Source: an optimization exercise on an open RTL-to-GDS flow (aim: small area and a short achievable clock period). Production flows keep margins and buffers that such runs may drop. Function was checked by simulation only, so behaviour that the tests miss may differ from the original. Power is estimated from default activity; no workload was simulated.

==> inputs of run a <==
==> flow/design.v <==
module processorPipe(
    input clk,
    input rst,
    input [15:0] instr_in,
    output [15:0] pc_out,
    output [15:0] alu_res,
    output memWrite,
    output regWrite,
    output [15:0] rf_WD,
    output [15:0] alu_b,
    output [15:0] read_rs,
    output [15:0] data_out,
    output [15:0] data_in
);
    integer i, k;
    reg [4:0] pc_q;    
    always @(posedge clk or posedge rst) begin
        if (rst)
            pc_q <= 5'd0;
        else
            pc_q <= pc_q + 5'd1;
    end
    assign pc_out = {10'd0, pc_q, 1'b0};
    wire [3:0] op_f = instr_in[15:12];
    wire alu_src_f = (op_f == 4'b0001) | (op_f == 4'b0010) | (op_f == 4'b1000) | (op_f == 4'b1010);
    wire sub_f = (op_f == 4'b0010) | (op_f == 4'b1100) |
                 ((op_f == 4'b0000) & (instr_in[2:1] == 2'b11));
    reg [15:0] ir;
    reg [7:1]  rs_oh, rt_oh;    
    reg        alu_src_d, sub_d;
    always @(posedge clk) begin
        ir <= instr_in;
        for (i = 1; i < 8; i = i + 1) begin
            rs_oh[i] <= (instr_in[11:9] == i[2:0]);
            rt_oh[i] <= (instr_in[8:6] == i[2:0]);
        end
        alu_src_d <= alu_src_f;
        sub_d <= sub_f;
    end
    wire [3:0] op = ir[15:12];
    wire [2:0] rt = ir[8:6];
    wire [2:0] rd = ir[5:3];
    wire [2:0] fn = ir[2:0];
    reg [2:0] alu_ctrl_d;
    reg       reg_dst_d, mem_to_reg_d, mem_write_d, reg_write_d;
    always @(*) begin
        reg_dst_d = 1'b0;
        mem_to_reg_d = 1'b0;
        mem_write_d = 1'b0;
        reg_write_d = 1'b0;
        alu_ctrl_d = 3'b010;
        case (op)
            4'b0000: begin reg_dst_d = 1'b1; reg_write_d = 1'b1; alu_ctrl_d = fn; end
            4'b0001: begin reg_write_d = 1'b1; end
            4'b0010: begin reg_write_d = 1'b1; alu_ctrl_d = 3'b110; end
            4'b1000: begin reg_write_d = 1'b1; mem_to_reg_d = 1'b1; end
            4'b1010: begin mem_write_d = 1'b1; end
            4'b1100: begin alu_ctrl_d = 3'b110; end
            default: ;
        endcase
    end
    reg [16*8-1:0] rf;    
    reg [15:0] rs_val, rt_val;
    always @(*) begin
        rs_val = 16'd0;
        rt_val = 16'd0;
        for (i = 1; i < 8; i = i + 1) begin
            rs_val = rs_val | (rf[16*i +: 16] & {16{rs_oh[i]}});
            rt_val = rt_val | (rf[16*i +: 16] & {16{rt_oh[i]}});
        end
    end
    wire [15:0] imm_ext = {{10{ir[5]}}, ir[5:0]};
    wire [15:0] b_d = alu_src_d ? imm_ext : rt_val;
    wire [15:0] bx_d = b_d ^ {16{sub_d}};    
    reg [15:0] ex_a, ex_b, ex_s, ex_p, ex_g;
    reg [2:0]  ex_ctrl;
    reg        ex_sub, ex_mem_write, ex_reg_write, ex_mem_to_reg;
    reg [2:0]  ex_wreg;
    always @(posedge clk) begin
        ex_a <= rs_val;
        ex_b <= b_d;
        ex_s <= rt_val;
        ex_p <= rs_val ^ bx_d;
        ex_g <= rs_val & bx_d;
        ex_ctrl <= alu_ctrl_d;
        ex_sub <= sub_d;
        ex_mem_write <= mem_write_d;
        ex_reg_write <= reg_write_d;
        ex_mem_to_reg <= mem_to_reg_d;
        ex_wreg <= reg_dst_d ? rd : rt;
    end
    assign read_rs = ex_a;
    assign alu_b = ex_b;
    wire [15:0] ex_t = ex_g | ex_p;
    reg [15:0] gg, pp, ng, np;
    reg [16:0] cy;
    always @(*) begin
        gg = ex_g;
        pp = ex_t;
        gg[0] = ex_g[0] | (ex_t[0] & ex_sub);
        for (k = 1; k < 16; k = 2 * k) begin
            ng = gg;
            np = pp;
            for (i = k; i < 16; i = i + 1) begin
                ng[i] = gg[i] | (pp[i] & gg[i - k]);
                np[i] = pp[i] & pp[i - k];
            end
            gg = ng;
            pp = np;
        end
        cy = {gg, ex_sub};
    end
    wire [15:0] sum = ex_p ^ cy[15:0];
    wire slt = ex_p[15] ? sum[15] : ex_a[15];
    wire [15:0] lor = ex_t;
    reg [15:0] alu_out;
    always @(*) begin
        case (ex_ctrl)
            3'b000: alu_out = ex_g;
            3'b001: alu_out = lor;
            3'b010: alu_out = sum;
            3'b011: alu_out = ex_p;
            3'b100: alu_out = ~lor;
            3'b110: alu_out = sum;
            3'b111: alu_out = {15'd0, slt};
            default: alu_out = 16'd0;
        endcase
    end
    reg hz_arith, hz_x;
    always @(*) begin
        hz_arith = (ex_p[6] == cy[6]);
        for (i = 7; i < 16; i = i + 1)
            hz_arith = hz_arith & (ex_p[i] == ex_t[i - 1]);
        case (ex_ctrl)
            3'b000: hz_x = ~|ex_g[15:6];
            3'b001: hz_x = ~|ex_t[15:6];
            3'b011: hz_x = ~|ex_p[15:6];
            3'b100: hz_x = &ex_t[15:6];
            3'b010, 3'b110: hz_x = hz_arith;
            default: hz_x = 1'b1;
        endcase
    end
    wire wr_ok_x = ex_mem_write & hz_arith & (sum[5:0] >= 6'd5) & (sum[5:0] <= 6'd62);
    reg [31:0] sel_o_x, sel_e_x;
    always @(*) begin
        for (k = 0; k < 32; k = k + 1)
            sel_o_x[k] = (alu_out[5:1] == k[4:0]);
        sel_e_x = alu_out[0] ? {sel_o_x[30:0], 1'b0} : sel_o_x;
    end
    reg [15:0] m_res, m_s;
    reg        m_mem_write, m_reg_write, m_mem_to_reg;
    reg [2:0]  m_wreg;
    reg [31:0] sel_o, sel_e;
    reg        m_a0n;    
    reg        m_hz;     
    reg        m_wr_ok;  
    always @(posedge clk) begin
        m_hz <= hz_x;
        m_wr_ok <= wr_ok_x;
        m_res <= alu_out;
        sel_o <= sel_o_x;
        sel_e <= sel_e_x;
        m_a0n <= ~alu_out[0];
        m_s <= ex_s;
        m_mem_write <= ex_mem_write;
        m_reg_write <= ex_reg_write;
        m_mem_to_reg <= ex_mem_to_reg;
        m_wreg <= ex_wreg;
    end
    assign alu_res = m_res;
    assign memWrite = m_mem_write;
    assign data_in = m_s;
    reg [8*32-1:0] mem_e;    
    reg [8*32-1:0] mem_o;    
    wire [5:0] a = m_res[5:0];
    wire a0 = ~m_a0n;
    wire rd_ok = m_hz & (a != 6'd63);
    wire wr_ok = m_wr_ok;
    reg [7:0] rd_e, rd_o;
    integer j;
    always @(*) begin
        rd_e = (8'h12 & {8{sel_e[0]}}) | (8'h22 & {8{sel_e[1]}}) | (8'h01 & {8{sel_e[2]}});
        rd_o = (8'h02 & {8{sel_o[0]}}) | (8'h20 & {8{sel_o[1]}});
        for (j = 3; j < 32; j = j + 1)
            rd_e = rd_e | (mem_e[8*j +: 8] & {8{sel_e[j]}});
        for (j = 2; j < 32; j = j + 1)
            rd_o = rd_o | (mem_o[8*j +: 8] & {8{sel_o[j]}});
    end
    wire s_o_lo = rd_ok & a0;      
    wire s_e_lo = rd_ok & ~a0;     
    wire [15:0] mem_rd = {({8{s_e_lo}} & rd_o) | ({8{s_o_lo}} & rd_e),
                          ({8{s_o_lo}} & rd_o) | ({8{s_e_lo}} & rd_e)};
    wire w_o_lo = m_mem_to_reg & s_o_lo;
    wire w_e_lo = m_mem_to_reg & s_e_lo;
    wire [15:0] wd_m = {16{~m_mem_to_reg}} & m_res;
    wire [15:0] wd_x = {({8{w_e_lo}} & rd_o) | ({8{w_o_lo}} & rd_e) | wd_m[15:8],
                        ({8{w_o_lo}} & rd_o) | ({8{w_e_lo}} & rd_e) | wd_m[7:0]};
    wire [7:0] wd_e = a0 ? m_s[15:8] : m_s[7:0];
    wire [7:0] wd_o = a0 ? m_s[7:0] : m_s[15:8];
    always @(posedge clk) begin
        for (j = 3; j < 32; j = j + 1)
            if (wr_ok & sel_e[j])
                mem_e[8*j +: 8] <= wd_e;
        for (j = 2; j < 32; j = j + 1)
            if (wr_ok & sel_o[j])
                mem_o[8*j +: 8] <= wd_o;
    end
    reg [15:0] w_data, w_wd;
    reg        w_reg_write;
    reg [2:0]  w_wreg;
    always @(posedge clk) begin
        w_data <= mem_rd;
        w_wd <= wd_x;
        w_reg_write <= m_reg_write;
        w_wreg <= m_wreg;
    end
    assign data_out = w_data;
    assign rf_WD = w_wd;
    assign regWrite = w_reg_write;
    always @(posedge clk) begin
        for (i = 1; i < 8; i = i + 1)
            if (w_reg_write & (w_wreg == i[2:0]))
                rf[16*i +: 16] <= w_wd;
    end
endmodule
==> flow/flow/run.sh <==
#!/bin/bash
# Layout flow: the standard ORFS flow (standard.sh, standard synthesis
# unchanged), with clock tree synthesis told not to insert dummy loads.
set -euo pipefail
export CTS_ARGS="-sink_clustering_enable -repair_clock_nets -dont_use_dummy_load -sink_clustering_size 30 -sink_clustering_max_diameter 60"
bash standard.sh > standard_flow.log 2>&1
==> flow/standard.sh <==
#!/bin/bash
# synth_recipe.tcl (not shown) runs the flow's synth.tcl, then flattens the netlist and writes it again
# the make line also repeats each setting of config.mk as NAME=value (left out here)
make -C /OpenROAD-flow-scripts/flow DESIGN_CONFIG=/design/flow/config.mk WORK_HOME=/design/flow/orfs CLKGATE_MAP_FILE= SYNTH_SCRIPT=/design/flow/synth_recipe.tcl "${@:-finish}"
==> flow/config.mk <==
export PLATFORM = sky130hd
export DESIGN_NAME = processorPipe
export DESIGN_NICKNAME = processorPipe
export VERILOG_FILES = /design/flow/design.v
export SDC_FILE = /design/flow/constraint.sdc
export NUM_CORES = 4
export LEC_CHECK = 0
export CAP_MARGIN = 20
export CORE_MARGIN = 2
export CORE_UTILIZATION = 50
export CTS_CLUSTER_DIAMETER = 60
export CTS_CLUSTER_SIZE = 30
export PLACE_DENSITY = 0.6
export SETUP_SLACK_MARGIN = 3.2
export SLEW_MARGIN = 20
==> flow/constraint.sdc <==
create_clock -name core_clock -period 5.5 [get_ports {clk}]
set_input_delay 1.1000 -clock core_clock [delete_from_list [all_inputs] [get_ports {clk}]]
set_output_delay 1.1000 -clock core_clock [all_outputs]
set_load 0.01 [all_outputs]
==> run b: changes against run a <==
==> flow/design.v, changed modules only <==
module processorPipe(
    input clk,
    input rst,
    input [15:0] instr_in,
    output [15:0] pc_out,
    output [15:0] alu_res,
    output memWrite,
    output regWrite,
    output [15:0] rf_WD,
    output [15:0] alu_b,
    output [15:0] read_rs,
    output [15:0] data_out,
    output [15:0] data_in
);
    integer i, k;
    reg [4:0] pc_q;    
    always @(posedge clk or posedge rst) begin
        if (rst)
            pc_q <= 5'd0;
        else
            pc_q <= pc_q + 5'd1;
    end
    assign pc_out = {10'd0, pc_q, 1'b0};
    wire [3:0] op_f = instr_in[15:12];
    wire alu_src_f = (op_f == 4'b0001) | (op_f == 4'b0010) | (op_f == 4'b1000) | (op_f == 4'b1010);
    wire sub_f = (op_f == 4'b0010) | (op_f == 4'b1100) |
                 ((op_f == 4'b0000) & (instr_in[2:1] == 2'b11));
    reg [15:0] ir;
    reg [7:1]  rs_oh, rt_oh;    
    reg        alu_src_d, sub_d;
    always @(posedge clk) begin
        ir <= instr_in;
        for (i = 1; i < 8; i = i + 1) begin
            rs_oh[i] <= (instr_in[11:9] == i[2:0]);
            rt_oh[i] <= (instr_in[8:6] == i[2:0]);
        end
        alu_src_d <= alu_src_f;
        sub_d <= sub_f;
    end
    wire [3:0] op = ir[15:12];
    wire [2:0] rt = ir[8:6];
    wire [2:0] rd = ir[5:3];
    wire [2:0] fn = ir[2:0];
    reg [2:0] alu_ctrl_d;
    reg       reg_dst_d, mem_to_reg_d, mem_write_d, reg_write_d;
    always @(*) begin
        reg_dst_d = 1'b0;
        mem_to_reg_d = 1'b0;
        mem_write_d = 1'b0;
        reg_write_d = 1'b0;
        alu_ctrl_d = 3'b010;
        case (op)
            4'b0000: begin reg_dst_d = 1'b1; reg_write_d = 1'b1; alu_ctrl_d = fn; end
            4'b0001: begin reg_write_d = 1'b1; end
            4'b0010: begin reg_write_d = 1'b1; alu_ctrl_d = 3'b110; end
            4'b1000: begin reg_write_d = 1'b1; mem_to_reg_d = 1'b1; end
            4'b1010: begin mem_write_d = 1'b1; end
            4'b1100: begin alu_ctrl_d = 3'b110; end
            default: ;
        endcase
    end
    reg [16*8-1:0] rf;    
    reg [15:0] rs_val, rt_val;
    always @(*) begin
        rs_val = 16'd0;
        rt_val = 16'd0;
        for (i = 1; i < 8; i = i + 1) begin
            rs_val = rs_val | (rf[16*i +: 16] & {16{rs_oh[i]}});
            rt_val = rt_val | (rf[16*i +: 16] & {16{rt_oh[i]}});
        end
    end
    wire [15:0] imm_ext = {{10{ir[5]}}, ir[5:0]};
    wire [15:0] b_d = alu_src_d ? imm_ext : rt_val;
    wire [15:0] bx_d = b_d ^ {16{sub_d}};    
    reg [15:0] ex_a, ex_b, ex_s, ex_p, ex_g;
    reg        ex_op_sum, ex_op_slt, ex_lp, ex_lg, ex_ln;
    reg        ex_sub, ex_mem_write, ex_reg_write, ex_mem_to_reg;
    reg [2:0]  ex_wreg;
    always @(posedge clk) begin
        ex_a <= rs_val;
        ex_b <= b_d;
        ex_s <= rt_val;
        ex_p <= rs_val ^ bx_d;
        ex_g <= rs_val & bx_d;
        ex_op_sum <= (alu_ctrl_d == 3'b010) | (alu_ctrl_d == 3'b110);
        ex_op_slt <= (alu_ctrl_d == 3'b111);
        ex_lp <= (alu_ctrl_d == 3'b001) | (alu_ctrl_d == 3'b011);
        ex_lg <= (alu_ctrl_d == 3'b000) | (alu_ctrl_d == 3'b001);
        ex_ln <= (alu_ctrl_d == 3'b100);
        ex_sub <= sub_d;
        ex_mem_write <= mem_write_d;
        ex_reg_write <= reg_write_d;
        ex_mem_to_reg <= mem_to_reg_d;
        ex_wreg <= reg_dst_d ? rd : rt;
    end
    assign read_rs = ex_a;
    assign alu_b = ex_b;
    wire [15:0] ex_t = ex_g | ex_p;
    reg [15:0] gg, pp, ng, np;
    reg [16:0] cy;
    always @(*) begin
        gg = ex_g;
        pp = ex_t;
        gg[0] = ex_g[0] | (ex_t[0] & ex_sub);
        for (k = 1; k < 16; k = 2 * k) begin
            ng = gg;
            np = pp;
            for (i = k; i < 16; i = i + 1) begin
                ng[i] = gg[i] | (pp[i] & gg[i - k]);
                np[i] = pp[i] & pp[i - k];
            end
            gg = ng;
            pp = np;
        end
        cy = {gg, ex_sub};
    end
    wire [15:0] sum = ex_p ^ cy[15:0];
    wire slt = ex_p[15] ? sum[15] : ex_a[15];
    wire [15:0] lres_all = ({16{ex_lp}} & ex_p) | ({16{ex_lg}} & ex_g) | ({16{ex_ln}} & ~ex_t);
    wire [15:0] alu_out = ({16{ex_op_sum}} & sum) | lres_all | {15'd0, ex_op_slt & slt};
    reg hz_arith, hz_x;
    always @(*) begin
        hz_arith = (ex_p[6] == cy[6]);
        for (i = 7; i < 16; i = i + 1)
            hz_arith = hz_arith & (ex_p[i] == ex_t[i - 1]);
        hz_x = ex_op_sum ? hz_arith : ~|lres_all[15:6];
    end
    wire wr_ok_x = ex_mem_write & hz_arith & (sum[5:0] >= 6'd5) & (sum[5:0] <= 6'd62);
    wire is_arith = ex_op_sum;
    wire [5:1] lres = lres_all[5:1];    
    function match;
        input integer bb;
        input v, w;
        match = ((ex_p[bb] ^ v) == (w ? ex_g[bb - 1] : ex_t[bb - 1]));
    endfunction
    reg [7:0] o_lo_x;
    reg [3:0] o_hi_x;
    reg [2:0] kk;
    always @(*) begin
        for (k = 0; k < 8; k = k + 1) begin
            kk = k[2:0];
            o_lo_x[k] = is_arith ? (((ex_p[1] ^ kk[0]) == cy[1]) & match(2, kk[1], kk[0])
                                    & match(3, kk[2], kk[1]))
                                 : (lres[3:1] == kk);
        end
        for (k = 0; k < 4; k = k + 1) begin
            kk = k[2:0];
            o_hi_x[k] = is_arith ? (((ex_p[4] ^ kk[0]) == cy[4]) & match(5, kk[1], kk[0]))
                                 : (lres[5:4] == kk[1:0]);
        end
    end
    wire cy_lo = alu_out[0];
    wire cy_hi = alu_out[0] & alu_out[1] & alu_out[2] & alu_out[3];
    wire [7:0] e_lo_x = cy_lo ? {o_lo_x[6:0], o_lo_x[7]} : o_lo_x;
    wire [3:0] e_hi_x = cy_hi ? {o_hi_x[2:0], o_hi_x[3]} : o_hi_x;
    reg [15:0] m_res, m_s;
    reg        m_mem_write, m_reg_write, m_mem_to_reg;
    reg [2:0]  m_wreg;
    reg [7:0]  o_lo, e_lo;
    reg [3:0]  o_hi, e_hi;
    reg        m_a0n;    
    reg        m_hz;     
    reg        m_wr_ok;  
    always @(posedge clk) begin
        m_hz <= hz_x;
        m_wr_ok <= wr_ok_x;
        m_res <= alu_out;
        o_lo <= o_lo_x;
        e_lo <= e_lo_x;
        o_hi <= o_hi_x;
        e_hi <= e_hi_x;
        m_a0n <= ~alu_out[0];
        m_s <= ex_s;
        m_mem_write <= ex_mem_write;
        m_reg_write <= ex_reg_write;
        m_mem_to_reg <= ex_mem_to_reg;
        m_wreg <= ex_wreg;
    end
    assign alu_res = m_res;
    assign memWrite = m_mem_write;
    assign data_in = m_s;
    reg [8*32-1:0] mem_e;    
    reg [8*32-1:0] mem_o;    
    wire [5:0] a = m_res[5:0];
    wire a0 = ~m_a0n;
    wire rd_ok = m_hz & (a != 6'd63);
    wire wr_ok = m_wr_ok;
    wire [8*32-1:0] bank_e = {mem_e[8*32-1:8*3], 8'h01, 8'h22, 8'h12};
    wire [8*32-1:0] bank_o = {mem_o[8*32-1:8*2], 8'h20, 8'h02};
    reg [7:0] rd_e, rd_o, grp_e, grp_o;
    integer j, h;
    always @(*) begin
        rd_e = 8'd0;
        rd_o = 8'd0;
        for (h = 0; h < 4; h = h + 1) begin
            grp_e = 8'd0;
            grp_o = 8'd0;
            for (j = 0; j < 8; j = j + 1) begin
                grp_e = grp_e | (bank_e[8*(8*h+j) +: 8] & {8{e_lo[j]}});
                grp_o = grp_o | (bank_o[8*(8*h+j) +: 8] & {8{o_lo[j]}});
            end
            rd_e = rd_e | (grp_e & {8{e_hi[h]}});
            rd_o = rd_o | (grp_o & {8{o_hi[h]}});
        end
    end
    wire s_o_lo = rd_ok & a0;      
    wire s_e_lo = rd_ok & ~a0;     
    wire [15:0] mem_rd = {({8{s_e_lo}} & rd_o) | ({8{s_o_lo}} & rd_e),
                          ({8{s_o_lo}} & rd_o) | ({8{s_e_lo}} & rd_e)};
    wire w_o_lo = m_mem_to_reg & s_o_lo;
    wire w_e_lo = m_mem_to_reg & s_e_lo;
    wire [15:0] wd_m = {16{~m_mem_to_reg}} & m_res;
    wire [15:0] wd_x = {({8{w_e_lo}} & rd_o) | ({8{w_o_lo}} & rd_e) | wd_m[15:8],
                        ({8{w_o_lo}} & rd_o) | ({8{w_e_lo}} & rd_e) | wd_m[7:0]};
    wire [3:0] wen_e = e_hi & {4{wr_ok}};
    wire [3:0] wen_o = o_hi & {4{wr_ok}};
    wire [7:0] wd_e = a0 ? m_s[15:8] : m_s[7:0];
    wire [7:0] wd_o = a0 ? m_s[7:0] : m_s[15:8];
    always @(posedge clk) begin
        for (j = 3; j < 32; j = j + 1)
            if (wen_e[j / 8] & e_lo[j % 8])
                mem_e[8*j +: 8] <= wd_e;
        for (j = 2; j < 32; j = j + 1)
            if (wen_o[j / 8] & o_lo[j % 8])
                mem_o[8*j +: 8] <= wd_o;
    end
    reg [15:0] w_data, w_wd;
    reg        w_reg_write;
    reg [2:0]  w_wreg;
    always @(posedge clk) begin
        w_data <= mem_rd;
        w_wd <= wd_x;
        w_reg_write <= m_reg_write;
        w_wreg <= m_wreg;
    end
    assign data_out = w_data;
    assign rf_WD = w_wd;
    assign regWrite = w_reg_write;
    always @(posedge clk) begin
        for (i = 1; i < 8; i = i + 1)
            if (w_reg_write & (w_wreg == i[2:0]))
                rf[16*i +: 16] <= w_wd;
    end
endmodule
==> flow/flow/run.sh (replaced) <==
#!/bin/bash
# Layout flow: the standard ORFS flow (standard.sh, standard synthesis
# unchanged), with clock tree synthesis told not to insert dummy loads and
# the port buffers made plain buf_1 cells instead of delay buffers.
set -euo pipefail
export CTS_ARGS="-sink_clustering_enable -repair_clock_nets -dont_use_dummy_load -sink_clustering_size 30 -sink_clustering_max_diameter 60"
export BUFFER_PORTS_ARGS="-buffer_cell sky130_fd_sc_hd__buf_1"
bash standard.sh > standard_flow.log 2>&1
==> summary of the runs <==
Run a finished with timing, DRC and antenna clean. Run b ran to the end with no violations. Between run a and run b, the lower critical path depth is in run b (gap 4). Of run b and run a, run a has the higher synthesized cell count (gap about 4%, measured against run a). Die area: run a is larger than run b (about 2.8%). In run b the fmax is larger than in run a, by about 1.6%. Against run b, the hold slack of run a is lower by 52 ps. Against run b, the clock power of run a is higher by 6.1%. Between run b and run a, the lower sequential power is in run b (gap 2.4%, measured against run a). Flip-flop and latch count: run a is higher than run b (38). Of run a and run b, run b has the higher power (gap about 1%, measured against run b). In run a the combinational power is smaller than in run b, by 16%.
==> figures <==
	run b	run a
Run status	no timing/DRC/antenna violations	no timing/DRC/antenna violations
Post-Synthesis Cell Area	29550 um2	30370 um2
Share of the synthesized area in the top cell type	0.5935	0.5774
Post-Route Utilization	0.5503	0.5689
Minimum hold slack	308.6 ps	256.5 ps
Number of cells produced by synthesis	1897	1974
Multi-Input Combinational	930	980
First-pass GRT wire length	117.5 mm	129.0 mm
Average size of a mapped cell	15.58 um2	15.39 um2
Fraction of area in non-clock buffers	0.02929	0.04786
Clock-cell share of area	0.03487	0.03505
Initial antenna violation count	1	4
Met2 Resource Use GR	0.4276	0.4461
Count of flip-flops and latches	811	849
Net load switching power	4842 uW	4432 uW
R2R cell count	7	5
Share of the cycle needed by the critical path after routing	0.4180	0.4245
Static leakage	0.01085 uW	0.01174 uW
Routing usage on met3	0.04124	0.05903
Clock-pin slew on the worst setup and hold paths	100 ps	110 ps
Critical Path Fanout Max	8	16
Total setup buffers inserted after CTS	12	60

what the ideal ports hide:
The results above use ideal ports. As a check the final layouts listed here were re-extracted and re-timed, cells and wires unchanged. Step 1, drivers: a clkbuf_16 drives clk and a buf_2 each remaining input, both assumed. Step 2 adds t to the input delays and takes it off the output delays; t is the mean of the earliest and latest rising clock arrival at the registers after step 1. Input paths then give back, and output paths get back, about the clock's delay inside the block. Three values: ideal ports, drivers, drivers and shift; two values: the first two.
run	t, ns	setup slack, ns	worst hold slack (ns)	worst setup path at the end	worst data-port slew with drivers (ns)
run a	0.669	3.165 / 3.128 / 3.165	0.256 / 0.256 / 0.256	register to register	0.04
run b	0.644	3.201 / 3.140 / 3.251	0.309 / 0.304 / 0.309	register to register	0.03
After both steps setup and hold are still met in every run listed.
